Context: an optimization exercise on an open-source flow, tuned for small area. The choices shown serve that exercise and are no tape-out recipe.
The RTL was checked by simulation tests, not by an equivalence proof against the original design.

== indigo ==
## b8Xb8_s16
module b8Xb8_s16(
  input clk,
  input rst_n,
  input [7:0] in1_0,
  input [7:0] in1_1,
  input [7:0] in1_2,
  input [7:0] in1_3,
  input [7:0] in1_4,
  input [7:0] in1_5,
  input [7:0] in1_6,
  input [7:0] in1_7,
  input [7:0] in1_8,
  input [7:0] in1_9,
  input [7:0] in1_10,
  input [7:0] in1_11,
  input [7:0] in1_12,
  input [7:0] in1_13,
  input [7:0] in1_14,
  input [7:0] in1_15,
  input [7:0] in2_0,
  input [7:0] in2_1,
  input [7:0] in2_2,
  input [7:0] in2_3,
  input [7:0] in2_4,
  input [7:0] in2_5,
  input [7:0] in2_6,
  input [7:0] in2_7,
  input [7:0] in2_8,
  input [7:0] in2_9,
  input [7:0] in2_10,
  input [7:0] in2_11,
  input [7:0] in2_12,
  input [7:0] in2_13,
  input [7:0] in2_14,
  input [7:0] in2_15,
  output [11:0] out
  );
For scale: roughly 2300 cells after synthesis, about 34 flip-flops.
clock: 7.5 ns
lec_check: 0
cap_margin: 20
core_margin: 2
core_utilization: 40
cts_cluster_diameter: 500
cts_cluster_size: 40
gpl_timing_driven: 0
slew_margin: 20
synth_hierarchical: 1
run.sh (not shown) runs the stock make flow with config.mk's settings and CLKGATE_MAP_FILE= SYNTH_SCRIPT=/design/flow/synth_recipe.tcl, a recipe that flattens the netlist after the stock synthesis.
Input-level comparison between juniper and indigo:
- CORE_UTILIZATION changed from 40 to 70
- SETUP_SLACK_MARGIN newly set to 0.1
- CTS_CLUSTER_SIZE removed (was 40)
- CTS_CLUSTER_DIAMETER removed (was 500)
==> flow/flow/run.sh (new file) <==
#!/bin/bash
# The standard layout (standard.sh), with two CTS/port-buffer choices:
# every port still gets its own buffer, but a plain buf_1 rather than the
# clkdlybuf4s50_1 delay cell, and CTS uses clkbuf_8 with no dummy loads.
set -euo pipefail
export BUFFER_PORTS_ARGS="-buffer_cell sky130_fd_sc_hd__buf_1"
export CTS_ARGS="-sink_clustering_enable -repair_clock_nets -dont_use_dummy_load -buf_list sky130_fd_sc_hd__clkbuf_8"
bash standard.sh finish > standard.log 2>&1
==> flow/standard.sh (new file) <==
#!/bin/bash
# synth_recipe.tcl (not shown) runs the flow's synth.tcl, then flattens the netlist and writes it again
# the make line also repeats each setting of config.mk as NAME=value (left out here)
make -C /OpenROAD-flow-scripts/flow DESIGN_CONFIG=/design/flow/config.mk WORK_HOME=/design/flow/orfs CLKGATE_MAP_FILE= SYNTH_SCRIPT=/design/flow/synth_recipe.tcl "${@:-finish}"
removed: flow/run.sh
==> comparison <==
- Per the final summary, juniper finished and its layout is clean on timing, DRC and antenna.
- Worst setup slack was higher in the run labelled juniper.
- Pin slew with the least headroom to its limit delta (indigo -> juniper): insignificant
- juniper against indigo: highest attainable clock frequency grew by 1.0%; final hold slack grew by 0.012 ns.
- A worst setup path endpoint of q_14_0 is what indigo shows, while q_12_1 belongs to juniper.
Here is what was changed in the inputs of maple compared with juniper.
- a change of CORE_UTILIZATION from 70 to 40
- a deleted SETUP_SLACK_MARGIN that had been 0.1
- an added CTS_BUF_LIST of sky130_fd_sc_hd__clkbuf_4
==> flow/run.sh (new file) <==
#!/bin/bash
# synth_recipe.tcl (not shown) runs the flow's synth.tcl, then flattens the netlist and writes it again
# the make line also repeats each setting of config.mk as NAME=value (left out here)
make -C /OpenROAD-flow-scripts/flow DESIGN_CONFIG=/design/flow/config.mk WORK_HOME=/design/flow/orfs CLKGATE_MAP_FILE= SYNTH_SCRIPT=/design/flow/synth_recipe.tcl finish
removed: flow/flow/run.sh
removed: flow/standard.sh
==> run notes <==
- Per the final summary, maple finished and its layout is clean on timing, DRC and antenna.
- Worst setup slack delta for maple relative to juniper: 0.070 ns lower
- NOTE wire length of the first global-routing pass juniper->maple increased by more than 10%
- juniper → maple: global-route usage went down by 20 points; routed wire length on met2 went up by about 27%; die boundary height went up by about 30%.

[port drivers added, routing unchanged]
No port has a modelled driver above. Below, the same layouts with a new extraction and two added sets of constraints.
Step 1 sets driving cells, clkbuf_16 on the clock port and buf_2 on the other inputs (assumed; they add their load-dependent delay and slew).
Step 2 adds t to the input delays and takes it off the output delays; t is the mean of the earliest and latest rising clock arrival at the registers after step 1. Input paths then give back, and output paths get back, about the clock's delay inside the block.
Three values: ideal ports, drivers, drivers and shift; two values: the first two.
run	t, ns	slack for setup (ns)	clock arrival spread, ns
indigo	0.345	0.094 / 0.113 / -0.232	0.003 / 0.002
juniper	0.355	0.170 / 0.179 / -0.176	0.012 / 0.012
maple	0.441	0.100 / 0.102 / -0.338	0.009 / 0.009
Met with ideal ports but missed after step 2: setup timing in every run listed. The setup slack of maple, which loses most, moves by +0.002 ns with the drivers and by -0.438 ns with both steps.
